Background: an optimization exercise with open tools, aiming at small area. Do not read the settings as production practice. In this exercise RTL edits were held to simulation tests only and were not proved equivalent to the original. Power figures rest on the tool's default switching activity, not on a simulated workload.

**flow/flow/run.sh**
```bash
#!/bin/bash
# Layout flow: the standard ORFS flow, with
# - the standard synthesis run unchanged first;
# - repair buffers limited to small and medium sizes (no buf_6..buf_16,
#   no xor2_4), so long nets are repaired with smaller cells;
# - port buffers of the smallest buffer cell;
# - clock tree without dummy loads, built from clkbuf_4 cells below a
#   clkbuf_8 root.
# Each tool's output goes to ORFS's own logs under orfs/logs; make's output
# to make_*.log here.
set -euo pipefail
PLATFORM_DONT_USE="sky130_fd_sc_hd__probe_p_8 sky130_fd_sc_hd__probec_p_8 sky130_fd_sc_hd__lpflow_bleeder_1 sky130_fd_sc_hd__lpflow_clkbufkapwr_1 sky130_fd_sc_hd__lpflow_clkbufkapwr_16 sky130_fd_sc_hd__lpflow_clkbufkapwr_2 sky130_fd_sc_hd__lpflow_clkbufkapwr_4 sky130_fd_sc_hd__lpflow_clkbufkapwr_8 sky130_fd_sc_hd__lpflow_clkinvkapwr_1 sky130_fd_sc_hd__lpflow_clkinvkapwr_16 sky130_fd_sc_hd__lpflow_clkinvkapwr_2 sky130_fd_sc_hd__lpflow_clkinvkapwr_4 sky130_fd_sc_hd__lpflow_clkinvkapwr_8 sky130_fd_sc_hd__lpflow_decapkapwr_12 sky130_fd_sc_hd__lpflow_decapkapwr_3 sky130_fd_sc_hd__lpflow_decapkapwr_4 sky130_fd_sc_hd__lpflow_decapkapwr_6 sky130_fd_sc_hd__lpflow_decapkapwr_8 sky130_fd_sc_hd__lpflow_inputiso0n_1 sky130_fd_sc_hd__lpflow_inputiso0p_1 sky130_fd_sc_hd__lpflow_inputiso1n_1 sky130_fd_sc_hd__lpflow_inputiso1p_1 sky130_fd_sc_hd__lpflow_inputisolatch_1 sky130_fd_sc_hd__lpflow_isobufsrc_1 sky130_fd_sc_hd__lpflow_isobufsrc_16 sky130_fd_sc_hd__lpflow_isobufsrc_2 sky130_fd_sc_hd__lpflow_isobufsrc_4 sky130_fd_sc_hd__lpflow_isobufsrc_8 sky130_fd_sc_hd__lpflow_isobufsrckapwr_16 sky130_fd_sc_hd__lpflow_lsbuf_lh_hl_isowell_tap_1 sky130_fd_sc_hd__lpflow_lsbuf_lh_hl_isowell_tap_2 sky130_fd_sc_hd__lpflow_lsbuf_lh_hl_isowell_tap_4 sky130_fd_sc_hd__lpflow_lsbuf_lh_isowell_4 sky130_fd_sc_hd__lpflow_lsbuf_lh_isowell_tap_1 sky130_fd_sc_hd__lpflow_lsbuf_lh_isowell_tap_2 sky130_fd_sc_hd__lpflow_lsbuf_lh_isowell_tap_4 "
EXTRA_DONT_USE="sky130_fd_sc_hd__buf_6 sky130_fd_sc_hd__buf_8 sky130_fd_sc_hd__buf_12 sky130_fd_sc_hd__buf_16 sky130_fd_sc_hd__xor2_4 sky130_fd_sc_hd__clkbuf_16"
bash standard.sh synth > make_synth.log 2>&1
bash standard.sh \
  "DONT_USE_CELLS=$PLATFORM_DONT_USE $EXTRA_DONT_USE" \
  "BUFFER_PORTS_ARGS=-buffer_cell sky130_fd_sc_hd__buf_1" \
  "CTS_ARGS=-sink_clustering_enable -repair_clock_nets -dont_use_dummy_load -buf_list sky130_fd_sc_hd__clkbuf_4 -root_buf sky130_fd_sc_hd__clkbuf_8 -sink_clustering_size 10" \
  finish > make_finish.log 2>&1
```
**flow/standard.sh**
```bash
#!/bin/bash
# synth_recipe.tcl (not shown) runs the flow's synth.tcl, then flattens the netlist and writes it again
# the make line also repeats each setting of config.mk as NAME=value (left out here)
make -C /OpenROAD-flow-scripts/flow DESIGN_CONFIG=/design/flow/config.mk WORK_HOME=/design/flow/orfs CLKGATE_MAP_FILE= SYNTH_SCRIPT=/design/flow/synth_recipe.tcl "${@:-finish}"
```
**flow/config.mk**
```make
export PLATFORM = sky130hd
export DESIGN_NAME = sync_dual_port_ram
export DESIGN_NICKNAME = sync_dual_port_ram
export VERILOG_FILES = /design/flow/design.v
export SDC_FILE = /design/flow/constraint.sdc
export NUM_CORES = 4
export LEC_CHECK = 0
export CAP_MARGIN = 20
export CORE_MARGIN = 2
export CORE_UTILIZATION = 50
export GPL_TIMING_DRIVEN = 0
export PLACE_DENSITY = 0.7
export SLEW_MARGIN = 20
export SYNTH_HIERARCHICAL = 1
export SYNTH_MINIMUM_KEEP_SIZE = 0
```
**flow/constraint.sdc**
```tcl
create_clock -name core_clock -period 5.0 [get_ports {clk}]
set_input_delay 1.0000 -clock core_clock [delete_from_list [all_inputs] [get_ports {clk}]]
set_output_delay 1.0000 -clock core_clock [all_outputs]
set_load 0.01 [all_outputs]
```
**flow/design.v**
```verilog
module dpram_aoi3 (
    input  wire a0, b0, a1, b1, a2, b2,
    output wire y
);
    assign y = !((a0 && b0) || (a1 && b1) || (a2 && b2));
endmodule
module dpram_and2 (
    input  wire a, b,
    output wire y
);
    assign y = a && b;
endmodule
module dpram_wrword #(
    parameter W = 16
)(
    input  wire         sel_a,       
    input  wire         sel_b,       
    input  wire         hold,        
    input  wire [W-1:0] xa,          
    input  wire [W-1:0] xb,          
    input  wire [W-1:0] q,
    output wire [W-1:0] d
);
    genvar j;
    generate
        for (j = 0; j < W; j = j + 1) begin : g_bit
            dpram_aoi3 u_aoi (
                .a0(sel_a), .b0(xa[j]), .a1(sel_b), .b1(xb[j]),
                .a2(hold), .b2(q[j]), .y(d[j])
            );
        end
    endgenerate
endmodule
module dpram_rdbit #(
    parameter N = 33
)(
    input  wire [N-1:0] d,
    input  wire [N-1:0] s,
    output wire         y
);
    localparam G = N / 3;
    wire [G-1:0] t;
    genvar g;
    generate
        for (g = 0; g < G; g = g + 1) begin : g_grp
            dpram_aoi3 u_aoi (
                .a0(s[3*g]),   .b0(d[3*g]),
                .a1(s[3*g+1]), .b1(d[3*g+1]),
                .a2(s[3*g+2]), .b2(d[3*g+2]),
                .y(t[g])
            );
        end
    endgenerate
    assign y = !(&t);
endmodule
module sync_dual_port_ram #(
    parameter DATA_WIDTH = 16,
    parameter ADDR_WIDTH = 5,
    parameter MEM_DEPTH  = (1 << ADDR_WIDTH)
)(
    input  wire                     clk,
    input  wire                     reset,
    input  wire                     write_en_a,
    input  wire                     read_en_a,
    input  wire [ADDR_WIDTH-1:0]    addr_a,
    input  wire [DATA_WIDTH-1:0]    data_in_a,
    output reg  [DATA_WIDTH-1:0]    data_out_a,
    input  wire                     write_en_b,
    input  wire                     read_en_b,
    input  wire [ADDR_WIDTH-1:0]    addr_b,
    input  wire [DATA_WIDTH-1:0]    data_in_b,
    output reg  [DATA_WIDTH-1:0]    data_out_b,
    output reg                      conflict_flag
);
    localparam NT = MEM_DEPTH + 1;    
    reg p;
    always @(posedge clk)
        p <= !p;
    wire conflict = write_en_a && write_en_b && (addr_a == addr_b);
    wire wa = write_en_a && !reset;
    wire wb = write_en_b && !reset && !conflict;
    wire ra = read_en_a && !conflict;
    wire rb = read_en_b && !conflict;
    wire [DATA_WIDTH-1:0] xa = data_in_a ^ {DATA_WIDTH{p}};
    wire [DATA_WIDTH-1:0] xb = data_in_b ^ {DATA_WIDTH{p}};
    localparam NL = 4;
    localparam NH = MEM_DEPTH / NL;
    wire [NL-1:0] wl_a, wl_b, rl_a, rl_b;
    wire [NH-1:0] h_a, h_b;
    genvar i, j;
    generate
        for (i = 0; i < NL; i = i + 1) begin : g_lo
            wire ma = (addr_a[1:0] == i);
            wire mb = (addr_b[1:0] == i);
            assign wl_a[i] = wa && ma;
            assign wl_b[i] = wb && mb;
            assign rl_a[i] = ra && ma;
            assign rl_b[i] = rb && mb;
        end
        for (i = 0; i < NH; i = i + 1) begin : g_hi
            assign h_a[i] = (addr_a[ADDR_WIDTH-1:2] == i);
            assign h_b[i] = (addr_b[ADDR_WIDTH-1:2] == i);
        end
    endgenerate
    wire [NT-1:0] rs_a, rs_b;
    generate
        for (i = 0; i < MEM_DEPTH; i = i + 1) begin : g_word
            reg  [DATA_WIDTH-1:0] q;      
            wire [DATA_WIDTH-1:0] d;
            wire sa, sb;
            dpram_and2 u_sa (.a(wl_a[i % NL]), .b(h_a[i / NL]), .y(sa));
            dpram_and2 u_sb (.a(wl_b[i % NL]), .b(h_b[i / NL]), .y(sb));
            dpram_wrword #(.W(DATA_WIDTH)) u_wr (
                .sel_a(sa), .sel_b(sb), .hold(!(sa || sb)),
                .xa(xa), .xb(xb), .q(q), .d(d)
            );
            always @(posedge clk)
                q <= d;
            dpram_and2 u_rs_a (.a(rl_a[i % NL]), .b(h_a[i / NL]), .y(rs_a[i]));
            dpram_and2 u_rs_b (.a(rl_b[i % NL]), .b(h_b[i / NL]), .y(rs_b[i]));
        end
    endgenerate
    assign rs_a[MEM_DEPTH] = read_en_a && conflict;
    assign rs_b[MEM_DEPTH] = read_en_b && conflict;
    wire [DATA_WIDTH-1:0] ya, yb;
    generate
        for (j = 0; j < DATA_WIDTH; j = j + 1) begin : g_bit
            wire [NT-1:0] dt;
            for (i = 0; i < MEM_DEPTH; i = i + 1) begin : g_t
                assign dt[i] = g_word[i].q[j];
            end
            assign dt[MEM_DEPTH] = xa[j];
            dpram_rdbit #(.N(NT)) u_rd_a (.d(dt), .s(rs_a), .y(ya[j]));
            dpram_rdbit #(.N(NT)) u_rd_b (.d(dt), .s(rs_b), .y(yb[j]));
        end
    endgenerate
    always @(posedge clk or posedge reset) begin
        if (reset) begin
            data_out_a    <= {DATA_WIDTH{1'b0}};
            data_out_b    <= {DATA_WIDTH{1'b0}};
            conflict_flag <= 1'b0;
        end else begin
            data_out_a <= (ya ^ {DATA_WIDTH{p && read_en_a}}) | (data_out_a & {DATA_WIDTH{!read_en_a}});
            data_out_b <= (yb ^ {DATA_WIDTH{p && read_en_b}}) | (data_out_b & {DATA_WIDTH{!read_en_b}});
            if (conflict) conflict_flag <= 1'b1;
        end
    end
endmodule
```
==> results of run 1 <==
==> worst register-to-register path, stage by stage, from the launching register on <==
cell      delay (ns)
dfxtp_1         0.31
clkbuf_1        0.11
buf_2           0.45
buf_2           0.57
xor2_2          0.40
buf_4           0.33
a222oi_1        0.50
nand3_1         0.41
or3_1           0.50
a211oi_1        0.19
a31oi_1         0.07
==> through the flow <==
stage                     hold slack (ns)  std cells
after floorplan                     0.456       1916
after global placement              0.463       2585
after detailed placement            0.473       2663
after CTS                           0.131       2808
after global routing                0.138       2814
final                               0.137       2817
==> power by group <==
| group | leakage (nW) | switching, mW | internal (mW) | total, mW |
|---|---|---|---|---|
| Combinational | 3.57 | 0.942 | 0.927 | 1.87 |
| Sequential | 4.79 | 0.982 | 5.58 | 6.57 |
| Clock | 0.670 | 1.73 | 1.32 | 3.05 |
| Total | 9.03 | 3.65 | 7.83 | 11.5 |
==> registers in the layout, summed over array words and instances, names as in the netlist <==
name / cells
conflict_flag: 1
data_out_b: 16
data_out_a: 16
g_word.q: 512
p: 1
==> per-layer routing <==
metal | part of all wire [%] | vias to the layer above | wire length, um
met5 | 0.32 | - | 360
met4 | 7.7 | 24 | 8720
met3 | 20 | 615 | 22000
met2 | 39 | 2956 | 44300
met1 | 33 | 12688 | 37500
li1 | - | 10154 | -
==> path summary, 6_finish.rpt <==
check | end | cells after the start
min in group core_clock | g_word[19].q[1] | 1
worst min-delay path | data_out_a[14] | 2
max in group asynchronous | data_out_a[7] | 3
worst max register to register | data_out_b[13] | 10
worst max-delay path | data_out_a[11] | 11
worst min register to register | g_word[19].q[1] | 1
==> Yosys stat by module (local to each module, per instance), a selection <==
module,times used,flip-flops and latches
dpram_and2,128,0
sync_dual_port_ram,1,546
dpram_aoi3,864,0
==> placed cells by master, fill, tap and decap left out, types with 6 or more instances in the layout <==
master,n
nor3_1,33
dfrtp_1,33
nor2_1,9
clkbuf_1,7
diode_2,8
dfxtp_1,513
nor2_2,29
nand2_1,9
buf_4,79
buf_2,14
xor2_2,35
nand3_1,36
or3_1,32
and2_1,128
a222oi_1,864
nand4_1,64
nor3b_1,6
a21oi_1,33
clkbuf_4,144
xnor2_1,31
buf_1,70
==> logic make-up (layout without fill, tap and decap cells) <==
logic type	after synthesis	after routing	share of synthesized area (%)
simple gates	361	361	9.15
xor+xnor	68	68	2.70
buf+inv	31	324	0.733
flops	546	546	48.5
compound gates	910	910	38.9
other cells	0	8	0
==> layout make-up <==
| type | count | area (sq um) |
|---|---|---|
| buffer | 28 | 156 |
| clock buffer | 145 | 1090 |
| inverter | 3 | 11.3 |
| timing repair buffer | 148 | 872 |
| tap | 600 | 751 |
| multi-input combinational | 1339 | 12000 |
| antenna | 8 | 20.0 |
| sequential | 546 | 11100 |
| fill | 3870 | 19300 |
==> notes.md, run 1 <==
The mean cell area of the mapped netlist came out at 11.9 sq um. The post-synthesis net count is 1964. The placeable core region is 45300 sq um.

The gate count after technology mapping is 1916. The final critical-path share of the clock period is 92.1%. The number of hold violations in the final report is 0.

The count of flip-flops with a built-in enable after synthesis came out at 0. The top flip-flop cell by instance count after synthesis is dfxtp_1. Setup repair after global routing left no endpoint under its margin.

The final routed wirelength across all metal layers is 113000 um. The placed cell area is 24800 sq um. The placement row count came out at 78. The number of buffer and inverter instances along the worst setup path is 2. The worst setup slack after layout came out at 0.397 ns. The root buffer selected by CTS is clkbuf_8. The final core utilization is 57.4%. The number of sinks driven by the clock tree came out at 546. After routing the design area is 26000 sq um. The proportion of synthesized chip area in sequential cells is 48.5%. The biggest cell delay along the critical path is 0.98 ns. During placement, the flow inserted port buffers numbering 69. The via count of the first global-routing pass came out at 23939. Adding up every negative setup slack in the final design gives 0 ns. The number of antenna violations at the first check in global routing is 17. Headroom to the max-slew limit came out at 25.3%. The startpoint of the worst setup timing path is addr_b[0]. On the critical path the largest part of the delay comes from simple AND/OR/NAND/NOR gates.

By count the netlist is led by 864 x a222oi_1, 513 x dfxtp_1, 128 x and2_1. The vertical die dimension came out at 218 um. The most numerous cell on the critical path is a21oi_1. The met1 track demand over resource in global routing came out at 58.0%. The combined area of all synthesized cells came out at 22900 sq um. The total leakage power came out at 9.03 nW. The maximum number of buffers from clock root to sink came out at 3. The remaining design rule violation count came out at 0. The flop-to-flop setup slack came out at 1.02 ns. The DRC marker count from the first detailed-route iteration came out at 11535.

The share of synthesized area in the top cell type comes to 44.9%. The startpoint kind of the worst setup timing path is an input pin. The global routing usage summed across all routing layers is 45.7%.

The remaining global-route overflow came out at 0. The total clock buffers created by CTS is 145. The clock reaches the later pin of the worst-skew pair after 0.82 ns. The minimum period implied by the final worst setup slack came out at 4.60 ns. The post-route total power came out at 11.5 mW. The clock tree synthesis step divided the H-tree into 4 levels.

The setup violation total in the final timing report is 0. The post-synthesis async set-or-reset flop share is 6.04%. The final weighted congestion of routability-driven global placement is 1.13. The clock arrives with 0.0825 ns of skew. The number of synthesized register bits came out at 546. The count of distinct cell types in the synthesized netlist is 32.

After detailed routing, the average wire length per cell comes to 40.1 um. TritonCTS built the clock tree. The total I/O pin count came out at 81. The number of setup buffers added after CTS is 0. The wire length of the first global-routing pass came out at 161000 um. The pin slew with the least headroom to its limit came out at 1.12 ns. The number of vias per cell is 9.38. The fraction of layout cells with a size suffix above 1 came out at 14.7%. For met3 alone, demand over resource in global routing was 22.7%. Summed over all nets, the half-perimeter wirelength after detailed placement is 74800 um. The most common cell in the synthesized netlist is a222oi_1. The die outline width is 218 um. For this run, the top clock speed supported by timing is 0.217 GHz. STA classifies the critical path endpoint as a register. Walking the worst path, the cells encountered are clkbuf_2, xor2_2, nor4_4, buf_6, a21oi_1, and2_1, a222oi_1, nand4_1, or3_1, xnor2_1, a21oi_1. The most used routing layer in global routing is met2. Once the clock tree was built, the resizer swapped 0 gates to a different size. The effective utilization at floorplan came out at 50.5%.

The max-slew violation count came to 0. Before CTS, the worst setup slack after placement is -0.164 ns. The number of max-cap violations came out at 0.

The peak supply drop came out at 0.000287 V. By startpoint and endpoint, the worst setup path is classified as in2reg. The path class of the tightest hold or removal check is in2async.

During synthesis, Yosys emitted a total of 7 warnings. The highest net fanout along the worst path is 16. Power spread over the standard cell area amounts to 442 nW/um^2. After synthesis, the cell types taking the most area are dfxtp_1 45%, a222oi_1 38%, dfrtp_1 3.6%. At the worst endpoint, the arrival time is 5.23 ns.

The flow ran to the end and the layout has no timing, DRC or antenna violations. The startpoint identified for the worst register-to-register timing path is p. The detailed-router iteration count before antenna repair is 22.

The cell type contributing the most total cell area after synthesis is dfxtp_1. In the final design database the tool counted 2259 nets. The total number of vias is 26437. The maximum number of pins on one net before global-route repair came out at 24.

The global routing usage on met2 came out at 62.1%. After clock tree synthesis, the clock-pin slew on the worst setup and hold paths is 0.07 ns. The total of hold buffers inserted after clock tree synthesis is 0. The area growth from synthesis to layout is 13.6%. The die covers 47500 sq um.

The number of nets still failing antenna checks after routing is 0. For this design, the slowest cell found on the critical path is a222oi_1. The data required time at the worst endpoint came out at 5.63 ns.
==> run 2, diff against run 1 <==
--- a/flow/design.v
+++ b/flow/design.v
@@ -24,10 +24,12 @@
     genvar j;
     generate
         for (j = 0; j < W; j = j + 1) begin : g_bit
+            wire dn;
             dpram_aoi3 u_aoi (
                 .a0(sel_a), .b0(xa[j]), .a1(sel_b), .b1(xb[j]),
-                .a2(hold), .b2(q[j]), .y(d[j])
+                .a2(hold), .b2(q[j]), .y(dn)
             );
+            assign d[j] = !dn;
         end
     endgenerate
 endmodule
@@ -73,16 +75,13 @@
     output reg                      conflict_flag
 );
     localparam NT = MEM_DEPTH + 1;    
-    reg p;
-    always @(posedge clk)
-        p <= !p;
     wire conflict = write_en_a && write_en_b && (addr_a == addr_b);
     wire wa = write_en_a && !reset;
     wire wb = write_en_b && !reset && !conflict;
     wire ra = read_en_a && !conflict;
     wire rb = read_en_b && !conflict;
-    wire [DATA_WIDTH-1:0] xa = data_in_a ^ {DATA_WIDTH{p}};
-    wire [DATA_WIDTH-1:0] xb = data_in_b ^ {DATA_WIDTH{p}};
+    wire [DATA_WIDTH-1:0] xa = data_in_a;
+    wire [DATA_WIDTH-1:0] xb = data_in_b;
     localparam NL = 4;
     localparam NH = MEM_DEPTH / NL;
     wire [NL-1:0] wl_a, wl_b, rl_a, rl_b;
@@ -140,8 +139,8 @@
             data_out_b    <= {DATA_WIDTH{1'b0}};
             conflict_flag <= 1'b0;
         end else begin
-            data_out_a <= (ya ^ {DATA_WIDTH{p && read_en_a}}) | (data_out_a & {DATA_WIDTH{!read_en_a}});
-            data_out_b <= (yb ^ {DATA_WIDTH{p && read_en_b}}) | (data_out_b & {DATA_WIDTH{!read_en_b}});
+            data_out_a <= ya | (data_out_a & {DATA_WIDTH{!read_en_a}});
+            data_out_b <= yb | (data_out_b & {DATA_WIDTH{!read_en_b}});
             if (conflict) conflict_flag <= 1'b1;
         end
     end
--- a/flow/flow/run.sh
+++ b/flow/flow/run.sh
@@ -4,8 +4,8 @@
 # - repair buffers limited to small and medium sizes (no buf_6..buf_16,
 #   no xor2_4), so long nets are repaired with smaller cells;
 # - port buffers of the smallest buffer cell;
-# - clock tree without dummy loads, built from clkbuf_4 cells below a
-#   clkbuf_8 root.
+# - clock tree without dummy loads, of clkbuf_8 cells, each leaf driving
+#   up to 16 flip-flops within 80 um.
 # Each tool's output goes to ORFS's own logs under orfs/logs; make's output
 # to make_*.log here.
 set -euo pipefail
@@ -15,5 +15,5 @@
 bash standard.sh \
   "DONT_USE_CELLS=$PLATFORM_DONT_USE $EXTRA_DONT_USE" \
   "BUFFER_PORTS_ARGS=-buffer_cell sky130_fd_sc_hd__buf_1" \
-  "CTS_ARGS=-sink_clustering_enable -repair_clock_nets -dont_use_dummy_load -buf_list sky130_fd_sc_hd__clkbuf_4 -root_buf sky130_fd_sc_hd__clkbuf_8 -sink_clustering_size 10" \
+  "CTS_ARGS=-sink_clustering_enable -repair_clock_nets -dont_use_dummy_load -buf_list sky130_fd_sc_hd__clkbuf_8 -root_buf sky130_fd_sc_hd__clkbuf_8 -sink_clustering_size 16 -sink_clustering_max_diameter 80" \
   finish > make_finish.log 2>&1
==> notes.md, run 2 <==
The run finished with no timing, DRC or antenna violations. The detailed-router iteration count before antenna repair is 17. The cell-internal power is 6.96 mW. The total die area is 49900 sq um. The met1 routed wirelength after detailed routing came out at 38000 um. The library cells used most frequently in the layout, excluding fill and tap cells, are 864 x a222oi_1, 513 x inv_1, 512 x dfxtp_1, 128 x and2_1, 64 x nand4_1. The cell type contributing the most total cell area after synthesis is dfxtp_1. The combined area of all synthesized cells is 24100 sq um. Of all nets on the critical path, the largest fanout is 16. After detailed placement, the design holds a cell count of 3039. The post-route total power came out at 10.2 mW. The arithmetic-cell share of the synthesized area counting full adders, half adders and majority gates is 0%. The library cell with the highest instance count after synthesis is a222oi_1. The length of routed met3 wiring came out at 20000 um.

Combinational cells account for 18.4% of the total power. Measured along the x axis, the die boundary spans 223 um. In this run the power spent charging and discharging nets is 3.28 mW. The remaining global-route overflow came out at 0. The maximum number of buffers from clock root to sink came out at 3. The final-layout fill cell count came out at 4256.

The Yosys step of the flow raised 7 warnings. In the routed design, unresolved DRC markers number 0. The worst hold path belongs to the class in2async. The number of antenna violations at the first check in global routing came out at 14. The congestion estimate from routability-driven global placement came to 0.988. The xor/xnor share of the synthesized area is 0.276%. The global routing usage summed across all routing layers is 42.8%. Setup repair after global routing left no endpoint under its margin. The kind of end point of the critical path is a register. The total setup buffers inserted after CTS came out at 0. The number of synthesized register bits came out at 545. The highest routing layer actually used is met4.

The detail-routed net length per standard cell is 36.6 um. The relative contribution of the clock network to total power is 21.4%. The effective utilization at floorplan came out at 50.5%. The post-synthesis net count came out at 2359. The power density of the placed cells is 386 nW/um^2. The setup violation total in the final timing report came out at 0. The number of resized instances in the post-cts repair step came out at 0. The total of hold buffers inserted after clock tree synthesis is 0. The core region is 47600 sq um. For the pin with the worst max-slew slack, the measured transition is 1.33 ns.

Yosys attributes the largest share of cell area to dfxtp_1 43%, a222oi_1 36%, inv_1 8.0%. The first global-routing pass estimated 159000 um of wire. Counting I/O delays and the setup requirement, the final critical path takes 4.93 ns.

The count of port buffers added during placement is 71. The tool flagged a number of max-cap violations equal to 0. For the worst setup path, the data required time is 5.59 ns. The timing-limited maximum frequency came out at 0.203 GHz.

The final layout contains routed wiring with a total length of 113000 um. The final standard cell count with taps included and fillers excluded is 3087. The critical path is of the in2reg type. The placement row count came out at 80. The most common library cell in the layout ignoring fill and taps is a222oi_1. The count of distinct cell types in the synthesized netlist came out at 28. The gate count after technology mapping is 2311.

The max-slew headroom at the worst pin is 11.0%. The register with the most flip-flops in the layout has 512 of them. The multiplexer share of the synthesized area is 0%.

The synthesized-area fraction occupied by ao, oa, aoi and oai cells came out at 37.4%. The simple-gate area share of the yosys netlist came out at 7.92%. The half-perimeter wire length after detailed placement is 75500 um. The worst-case clock skew came out at 0.0850 ns. The clock insertion delay at the later pin of the skew report came out at 0.70 ns.

Data arrives at the worst endpoint at 5.52 ns. Net switching is 32.0% of the power. The final core utilization is 55.7%. The via count of the first global-routing pass is 23523. The number of nets still failing antenna checks after routing is 0. The register with the most flip-flops in the final layout is g_word.q. The total leakage power came out at 12.6 nW. The total number of vias came out at 26329. The maximum number of pins on one net before global-route repair came out at 37. The total clock buffers created by CTS came out at 40. The number of vias per cell came out at 8.53. The DRC marker count from the first detailed-route iteration came out at 10009. After synthesis, the largest family of logic cells by area is compound AO/OA/AOI/OAI gates.

The area growth from synthesis to layout is 10.3%. The net count of the finished layout came out at 2514. The mean cell area of the mapped netlist came out at 10.4 sq um. The share of the Yosys chip area taken by registers is 46.0%. TritonCTS built the clock tree. Among all flip-flop cells after synthesis, the most frequent one is dfxtp_1. STA classifies the critical path startpoint as an input pin. Detailed routing placed a total of 46600 um of wire on met2. The footprint of the multi-input gates is 11100 sq um. In this run the number of H-tree levels came out at 2.

VDD sags by at most 0.000234 V. The vertical die dimension is 223 um. The total I/O pin count came out at 81. The root buffer cell chosen for the clock tree is clkbuf_8. The number of hold violations in the final report is 0. The sequential fraction of design power is 60.2%. Sorting the synthesized cells by how often they occur yields 864 x a222oi_1, 514 x inv_1, 512 x dfxtp_1. The clock-pin slew of the registers on the worst-case setup and hold paths is 0.10 ns. The max-slew violation count is 0. The final critical-path share of the clock period came out at 98.6%. The sequential standard cell area came out at 11100 sq um.

The number of sinks driven by the clock tree came out at 545. The area share of the largest cell type after synthesis came out at 42.6%. The post-route netlist has 6.90% of its cells at a drive strength greater than 1. The post-synthesis async set-or-reset flop share is 6.06%. The largest registers in the layout are g_word.q x512, data_out_a x16, data_out_b x16. Counting flops with a built-in enable in the synthesized netlist gives 0.
[run 2: metal layers]
metal  GRT usage, %  up-vias
met5              0        -
met1           55.9    12657
met2           63.7     2681
li1               -    10524
met4           23.0        0
met3           13.0      467
[run 2: final cells by class]
class	count	area share [%]
Buffer	13	0.316
Antenna cell	8	0.0754
Clock buffer	40	2.07
Multi-Input combinational cell	1237	41.8
Timing Repair Buffer	113	3.83
Inverter	516	7.30
Sequential cell	545	41.7
Tap cell	615	2.90
[run 2: kinds of logic (layout without fill, tap and decap cells)]
family                    count (synthesis)  in the layout
xor gates and xnor gates                  5              5
buffers and inverters                   529            682
other                                     0              8
DFF                                     545            545
and+or+nand+nor                         323            323
AOI/OAI and AO/OA                       909            909
[run 2: worst max-delay path, cell delays in order]
cell      delay, ns
buf_1          0.42
xor2_1         0.13
nor2_1         0.49
buf_2          0.35
a21oi_1        0.42
and2_1         0.57
a222oi_1       0.85
nand4_1        0.58
or3_1          0.53
a21o_1         0.16
[run 2: worst paths after layout]
path | slack (ns) | start | to | cells past startpoint
worst max register to register | 2.59 | g_word[12].q[6] | data_out_b[6] | 4
worst min register to register | 0.49 | data_out_b[8] | data_out_b[8] | 1
max in group asynchronous | 4.11 | reset | conflict_flag | 2
worst max-delay path | 0.07 | addr_b[0] | data_out_b[6] | 10
worst min-delay path | 0.40 | reset | data_out_b[8] | 2
min in group core_clock | 0.49 | data_out_b[8] | data_out_b[8] | 1
[run 2: per-module statistics from Yosys, one instance, submodules excluded, excerpt]
module / area (sq um) / cells inside / flops+latches / times used
sync_dual_port_ram: 11900 / 679 / 545 / 1
dpram_aoi3: 10.0 / 1 / 0 / 864
dpram_and2: 6.26 / 1 / 0 / 128
[run 2: per-stage QoR]
step           setup WS (ns)  hold slack (ns)  TNS [ns]  instance area [sq um]
2_1_floorplan           1.03            0.468         0                  24100
3_3_place_gp           -2.18            0.462   -609.69                  25100
3_5_place_dp          -0.227            0.468     -1.68                  25900
4_1_cts                0.490            0.420         0                  26500
5_1_grt               0.0283            0.468         0                  26500
6_report              0.0688            0.403         0                  26500
[run 2: power by group through the flow]
stage | sequential (mW) | clock (mW) | combinational, mW
finish | 6.17 | 2.19 | 1.88
detailed placement | 6.21 | 0 | 1.81
global placement | 6.12 | 0 | 1.66
CTS | 6.11 | 2.18 | 1.81
global route | 6.25 | 2.33 | 2.03
floorplan | 6.01 | 0 | 1.18

-- port drivers added, routing unchanged --
The results above use ideal ports. As a check the final layouts listed here were re-extracted and re-timed, cells and wires unchanged. Step 1, drivers: a clkbuf_16 drives clk and a buf_2 each remaining input, both assumed. Step 2 moves the port delays by t, midway between the first and last clock arrival at a register: inputs arrive t later, outputs are due t later. That takes back most of the time a late clock gives input paths. Three values: no drivers, after step 1, after step 2; two values: the first two.
run	t, ns	slack for setup (ns)	worst register clock-pin slew, ns	worst slew at a driven data input, ns
run 1	0.836	0.397 / 0.431 / -0.404	0.07 / 0.07	0.11
run 2	0.716	0.069 / 0.102 / -0.613	0.11 / 0.11	0.12
Met with ideal ports but missed after step 2: setup timing in run 1 and run 2. The setup slack of run 1, which loses most, moves by +0.034 ns with the drivers and by -0.801 ns with both steps.
